This design comes from an exercise in tuning for small area on the open sky130 flow, not from production work. Only simulation tests tie the RTL to the original design; equivalence was not proved. Power is estimated from default activity; no workload was simulated.

==> flow/design.v <==
module baud_tick_gen(
    input clock,
    input reset,
    output baud_tick
);
reg [8:0] lfsr;
assign baud_tick = (lfsr == 9'd28);
always @(posedge clock) begin
    if (reset || baud_tick)
        lfsr <= 9'd0;
    else
        lfsr <= {lfsr[7:0], ~(lfsr[8] ^ lfsr[4])};
end
endmodule
module uart_rx(
    input b_tick,
    input clock,
    input reset,
    input rx,
    input fifo_full,
    input fifo_pending,
    output reg [7:0] data_out,
    output [2:0] LSR,
    output frame_end
);
reg buffer_overrun, parity_error, framing_error;
assign LSR = {framing_error, parity_error, buffer_overrun};
reg sync_rx, i_rx;
always @(posedge clock) begin
    sync_rx <= rx;
    i_rx <= sync_rx;
end
reg [3:0] b, cnt;
wire idle  = (b == 4'd3);
wire start = (b == 4'd7);
wire last  = b_tick & (cnt == 4'd15);
always @(posedge clock) begin
    if (reset)
        b <= 4'd3;
    else if (idle) begin
        if (!i_rx) begin
            b <= 4'd7;
            cnt <= 4'd7;
        end
    end else if (b_tick) begin
        if (start & cnt[3] & cnt[0] & i_rx)
            b <= 4'd3;
        else
            {b, cnt} <= {b, cnt} + 8'd1;
    end
end
always @(posedge clock) begin
    if (reset | (idle & !i_rx & !fifo_pending))
        data_out <= 8'd0;
    else if (last & b[3])
        data_out <= {i_rx, data_out[7:1]};
end
assign frame_end = last & (b == 4'd2);
always @(posedge clock) begin
    if (last) begin
        if (b == 4'd8)
            parity_error <= i_rx;
        else if (b[3] || b == 4'd0)
            parity_error <= parity_error ^ i_rx;
        if (b == 4'd1)
            framing_error <= !i_rx;
        else if (b == 4'd2 && !i_rx)
            framing_error <= 1'b1;
        if (b == 4'd2)
            buffer_overrun <= fifo_full;
    end
end
endmodule
module fifo(
    input reset,
          clock,
          wr_en,
          rd_en,
    input [11:0] data_in,
    output reg [11:0] data_out,
    output reg pending,
    output empty, full
);
reg [2:0] wpos, lpos;
reg [11:0] ring [0:7];
assign full  = (wpos == lpos);
assign empty = (wpos == lpos + 3'd1);
wire push = wr_en & !full;
wire pop  = rd_en & !empty;
wire hold_done = data_in[0];
wire [11:0] held = {data_in[11:4], data_in[3:1] & {3{hold_done}}, hold_done};
wire store = pending & (wpos == 3'd0);
integer i;
always @(posedge clock) begin
    ring[0] <= store ? held : ring[7];
    for (i = 1; i < 8; i = i + 1)
        ring[i] <= ring[i-1];
end
always @(posedge clock) begin
    if (reset) begin
        wpos <= 3'd0;
        lpos <= 3'd7;
        pending <= 1'b1;
    end else begin
        wpos <= wpos + {1'b0, push, !push};
        lpos <= lpos + {1'b0, pop, !pop};
        if (push)
            pending <= 1'b1;
        else if (store)
            pending <= 1'b0;
    end
end
always @(*) begin
    data_out = 12'd0;
    if (pending & empty)
        data_out = held;
    else
        for (i = 0; i < 8; i = i + 1)
            data_out = data_out | ({12{lpos == i}} & ring[i]);
end
endmodule
module fifo8(
    input reset,
          clock,
          wr_en,
          rd_en,
          waiting,
    input [7:0] data_in,
    output [7:0] data_out,
    output empty, full
);
reg [7:0] valid;
reg [7:0] stage [0:7];
wire in_flight = !valid[7] & !waiting;
reg seen, two;
integer k;
always @(*) begin
    seen = 1'b0;
    two = 1'b0;
    for (k = 0; k < 7; k = k + 1) begin
        two = two | (seen & valid[k]);
        seen = seen | valid[k];
    end
end
wire one_at_most = !two;
assign full  = &valid[6:0] & !in_flight;
assign empty = in_flight ? one_at_most : !(|valid[6:0]);
wire push = wr_en & !full;
wire [6:0] move;
assign move[6] = valid[6] & (!valid[7] | rd_en);
genvar g;
generate
    for (g = 0; g < 6; g = g + 1) begin : mv
        assign move[g] = valid[g] & (!valid[g+1] | move[g+1]);
    end
endgenerate
integer i;
always @(posedge clock) begin
    if (push)
        stage[0] <= data_in;
    for (i = 1; i < 8; i = i + 1)
        if (move[i-1])
            stage[i] <= stage[i-1];
end
always @(posedge clock) begin
    if (reset) begin
        valid <= 8'd0;
    end else begin
        valid[0] <= (valid[0] & !move[0]) | push;
        for (i = 1; i < 7; i = i + 1)
            valid[i] <= (valid[i] & !move[i]) | move[i-1];
        valid[7] <= (valid[7] & !rd_en) | move[6];
    end
end
assign data_out = stage[7];
endmodule
module uart_tx(
    input b_tick,
          clock,
          reset,
          fifo_empty,
    input [7:0] data_in,
    output fifo_read,
    output waiting,
    output tx
);
reg [3:0] b, cnt;
wire idle = (b == 4'd3);
assign fifo_read = idle & (cnt == 4'd2);
assign waiting = idle & (cnt[1] ^ cnt[0]);
always @(posedge clock) begin
    if (reset) begin
        b <= 4'd3;
        cnt <= 4'd1;
    end else if (idle) begin
        if (cnt == 4'd3) begin
            b <= 4'd7;
            cnt <= 4'd0;
        end else if (cnt != 4'd1 || !fifo_empty)
            cnt <= cnt + 4'd1;
    end else if (b_tick)
        {b, cnt} <= {b, cnt} + 8'd1;
end
assign tx = (b == 4'd7) ? 1'b0 :
            b[3]        ? data_in[b[2:0]] :
            (b == 4'd0) ? ^data_in : 1'b1;
endmodule
module uart(
input clock,reset,
output tx,
input  rx,
output rx_empty,
input rd_uart,
output [7:0] data_out,
output [7:0] data_LSR,
output tx_full,
input wr_uart,
input [7:0] data_in
);
wire b_tick;
wire fifo_full;
wire [7:0] data_r;
wire [2:0] LSR;
wire rx_pending;
wire frame_end;
wire [7:0] tx_data;
wire tx_fifo_read;
wire tx_empty;
wire tx_waiting;
reg rx_wr_en, decide, done;
wire rx_idle = !rx_wr_en & !decide;
baud_tick_gen U0(.clock(clock),.reset(reset),.baud_tick(b_tick));
uart_rx U1(.clock(clock),.reset(reset),.b_tick(b_tick),.rx(rx),.fifo_full(fifo_full),.data_out(data_r),.LSR(LSR),.frame_end(frame_end),.fifo_pending(rx_pending | rx_wr_en));
fifo U2(.clock(clock),.reset(reset),.empty(rx_empty),.full(fifo_full),.wr_en(rx_wr_en),.rd_en(rd_uart),.data_in({data_r,LSR,done}),.pending(rx_pending),.data_out({data_out,data_LSR[3:0]}));
uart_tx U3(.clock(clock),.reset(reset),.b_tick(b_tick),.tx(tx),.data_in(tx_data),.fifo_empty(tx_empty),.fifo_read(tx_fifo_read),.waiting(tx_waiting));
fifo8 U4(.clock(clock),.reset(reset),.empty(tx_empty),.full(tx_full),.wr_en(wr_uart),.rd_en(tx_fifo_read),.waiting(tx_waiting),.data_in(data_in),.data_out(tx_data));
assign data_LSR[7:4] = 4'b0000;
always @(posedge clock) begin
    if (reset) begin
        rx_wr_en <= 1'b0;
        decide <= 1'b0;
        done <= 1'b0;
    end else begin
        rx_wr_en <= decide & !fifo_full;
        decide <= (rx_idle & frame_end) | (decide & done & fifo_full);
        if (rx_idle & frame_end)
            done <= 1'b1;
        else if (decide)
            done <= done & !fifo_full;
    end
end
endmodule
export LEC_CHECK = 0
export CAP_MARGIN = 20
export CORE_MARGIN = 2
export CORE_UTILIZATION = 78
export CTS_BUF_LIST = sky130_fd_sc_hd__clkbuf_4
export CTS_CLUSTER_DIAMETER = 40
export CTS_CLUSTER_SIZE = 10
export SLEW_MARGIN = 20
create_clock -name core_clock -period 10.0 [get_ports {clock}]
standard.sh (not shown) runs the stock make flow with config.mk's settings and CLKGATE_MAP_FILE= SYNTH_SCRIPT=/design/flow/synth_recipe.tcl, a recipe that flattens the netlist after the stock synthesis.
==> flow/flow/run.sh <==
#!/bin/bash
# The standard layout (standard.sh), with these changes:
# - synthesis maps the combinational logic with an area-oriented ABC script
#   (flow/synth.tcl, flow/abc_area.script); registers are mapped as in the
#   standard synthesis;
# - clock tree synthesis inserts no dummy loads and uses clkbuf_4;
# - the ports are buffered with buf_1.
# All tool output goes to standard.log here and to ORFS's logs under orfs/.
set -euo pipefail
export FLOW_WORK=$PWD
export FLOW_ABC_SCRIPT=$PWD/flow/abc_area.script
bash standard.sh \
  "SYNTH_SCRIPT=$PWD/flow/synth.tcl" \
  "CTS_ARGS=-sink_clustering_enable -repair_clock_nets -dont_use_dummy_load -buf_list sky130_fd_sc_hd__clkbuf_4 -sink_clustering_size 10 -sink_clustering_max_diameter 40" \
  "BUFFER_PORTS_ARGS=-buffer_cell sky130_fd_sc_hd__buf_1" \
  finish > standard.log 2>&1
==> flow/flow/abc_area.script <==
&get -n
&st
&dch
&nf -R 1000
&put
==> flow/flow/synth.tcl <==
# The standard flow's synthesis script, with one change: the technology mapping of the
# combinational logic runs ABC with flow/abc_area.script (area-oriented
# mapping with area recovery) instead of ORFS's speed script. The flip-flops
# are mapped before this step and are left as they are.
proc abc {args} {
  set i [lsearch $args -script]
  if {$i >= 0} { lset args [expr {$i + 1}] $::env(FLOW_ABC_SCRIPT) }
  yosys abc {*}$args
}
source $::env(FLOW_WORK)/synth_recipe.tcl
Rerun with:
--- a/flow/design.v
+++ b/flow/design.v
@@ -16,12 +16,12 @@
     input b_tick,
     input clock,
     input reset,
     input rx,
     input fifo_full,
-    input fifo_pending,
     output reg [7:0] data_out,
+    output clr_data,
     output [2:0] LSR,
     output frame_end
 );
 reg buffer_overrun, parity_error, framing_error;
 assign LSR = {framing_error, parity_error, buffer_overrun};
@@ -47,14 +47,13 @@
             b <= 4'd3;
         else
             {b, cnt} <= {b, cnt} + 8'd1;
     end
 end
-always @(posedge clock) begin
-    if (reset | (idle & !i_rx & !fifo_pending))
-        data_out <= 8'd0;
-    else if (last & b[3])
+assign clr_data = start;
+always @(posedge clock) begin
+    if (last & b[3])
         data_out <= {i_rx, data_out[7:1]};
 end
 assign frame_end = last & (b == 4'd2);
 always @(posedge clock) begin
     if (last) begin
@@ -75,50 +74,62 @@
     input reset,
           clock,
           wr_en,
           rd_en,
     input [11:0] data_in,
+    input clr_data,
     output reg [11:0] data_out,
-    output reg pending,
     output empty, full
 );
 reg [2:0] wpos, lpos;
+reg valid, pending, hold_clr;
+reg hold_done;
 reg [11:0] ring [0:7];
 assign full  = (wpos == lpos);
 assign empty = (wpos == lpos + 3'd1);
 wire push = wr_en & !full;
 wire pop  = rd_en & !empty;
-wire hold_done = data_in[0];
-wire [11:0] held = {data_in[11:4], data_in[3:1] & {3{hold_done}}, hold_done};
+wire [11:0] held = {data_in[11:4] & {8{!hold_clr}}, data_in[3:1] & {3{hold_done}}, hold_done};
 wire store = pending & (wpos == 3'd0);
 integer i;
 always @(posedge clock) begin
     ring[0] <= store ? held : ring[7];
     for (i = 1; i < 8; i = i + 1)
         ring[i] <= ring[i-1];
 end
 always @(posedge clock) begin
+    if (push) begin
+        hold_done <= data_in[0];
+        hold_clr <= clr_data;
+    end
+end
+always @(posedge clock) begin
     if (reset) begin
         wpos <= 3'd0;
         lpos <= 3'd7;
-        pending <= 1'b1;
+        valid <= 1'b0;
+        pending <= 1'b0;
     end else begin
         wpos <= wpos + {1'b0, push, !push};
         lpos <= lpos + {1'b0, pop, !pop};
+        if (pop)
+            valid <= 1'b1;
         if (push)
             pending <= 1'b1;
         else if (store)
             pending <= 1'b0;
     end
 end
 always @(*) begin
     data_out = 12'd0;
-    if (pending & empty)
-        data_out = held;
-    else
-        for (i = 0; i < 8; i = i + 1)
-            data_out = data_out | ({12{lpos == i}} & ring[i]);
+    if (valid) begin
+        if (pending & empty)
+            data_out = held;
+        else
+            for (i = 0; i < 8; i = i + 1)
+                data_out = data_out | ({12{lpos == i}} & ring[i]);
+    end
 end
 endmodule
 module fifo8(
     input reset,
           clock,
@@ -219,21 +230,21 @@
 );
 wire b_tick;
 wire fifo_full;
 wire [7:0] data_r;
 wire [2:0] LSR;
-wire rx_pending;
+wire rx_clr;
 wire frame_end;
 wire [7:0] tx_data;
 wire tx_fifo_read;
 wire tx_empty;
 wire tx_waiting;
 reg rx_wr_en, decide, done;
 wire rx_idle = !rx_wr_en & !decide;
 baud_tick_gen U0(.clock(clock),.reset(reset),.baud_tick(b_tick));
-uart_rx U1(.clock(clock),.reset(reset),.b_tick(b_tick),.rx(rx),.fifo_full(fifo_full),.data_out(data_r),.LSR(LSR),.frame_end(frame_end),.fifo_pending(rx_pending | rx_wr_en));
-fifo U2(.clock(clock),.reset(reset),.empty(rx_empty),.full(fifo_full),.wr_en(rx_wr_en),.rd_en(rd_uart),.data_in({data_r,LSR,done}),.pending(rx_pending),.data_out({data_out,data_LSR[3:0]}));
+uart_rx U1(.clock(clock),.reset(reset),.b_tick(b_tick),.rx(rx),.fifo_full(fifo_full),.data_out(data_r),.LSR(LSR),.frame_end(frame_end),.clr_data(rx_clr));
+fifo U2(.clock(clock),.reset(reset),.empty(rx_empty),.full(fifo_full),.wr_en(rx_wr_en),.rd_en(rd_uart),.data_in({data_r,LSR,done}),.clr_data(rx_clr),.data_out({data_out,data_LSR[3:0]}));
 uart_tx U3(.clock(clock),.reset(reset),.b_tick(b_tick),.tx(tx),.data_in(tx_data),.fifo_empty(tx_empty),.fifo_read(tx_fifo_read),.waiting(tx_waiting));
 fifo8 U4(.clock(clock),.reset(reset),.empty(tx_empty),.full(tx_full),.wr_en(wr_uart),.rd_en(tx_fifo_read),.waiting(tx_waiting),.data_in(data_in),.data_out(tx_data));
 assign data_LSR[7:4] = 4'b0000;
 always @(posedge clock) begin
     if (reset) begin
@@ -241,12 +252,9 @@
         decide <= 1'b0;
         done <= 1'b0;
     end else begin
         rx_wr_en <= decide & !fifo_full;
         decide <= (rx_idle & frame_end) | (decide & done & fifo_full);
-        if (rx_idle & frame_end)
-            done <= 1'b1;
-        else if (decide)
-            done <= done & !fifo_full;
-    end
-end
-endmodule
+        done <= (rx_idle & frame_end) | (decide & done & !fifo_full);
+    end
+end
+endmodule
Effect: The changed run ran to the end with no violations; worst setup slack got worse by 200 ps; power falls by 7.2%; area after synthesis came out higher by 1.4%; global-route usage stays flat; hold slack is worse by 18 ps; sequential power is about the same; utilization is higher by 0.56 points; design area rose by 1.6%; count of clock-buffer cells in the layout went up by 2; clock power rose by about 3%; maximum frequency falls by 3.7%; critical path depth rose by 1; clock skew is higher by 37 ps; final cell count came out higher by 0.69%.

==> re-timing with driven ports <==
Ports are ideal in the flow. The routed layouts listed here were re-timed in OpenROAD.
Step 1 assumes that a clkbuf_16 drives the clock port and a buf_2 every other input.
Step 2 times the ports against the registers' clock, not the clock port: input delays grow and output delays shrink by t, the midpoint of the rising clock arrivals with the driver on.
Three values: no drivers, after step 1, after step 2; two values: the first two.
| run | shift t [ns] | setup slack, ns | worst register clock-pin slew, ns | worst slew at a driven data input, ns | pins driven straight from the clock port |
|---|---|---|---|---|---|
| the first run | 0.607 | 4.736 / 4.701 / 5.309 | 0.11 / 0.11 | 0.03 | 1 |
| the second run | 0.593 | 4.536 / 4.502 / 5.095 | 0.11 / 0.11 | 0.04 | 1 |
After both steps every run listed still meets setup and hold.
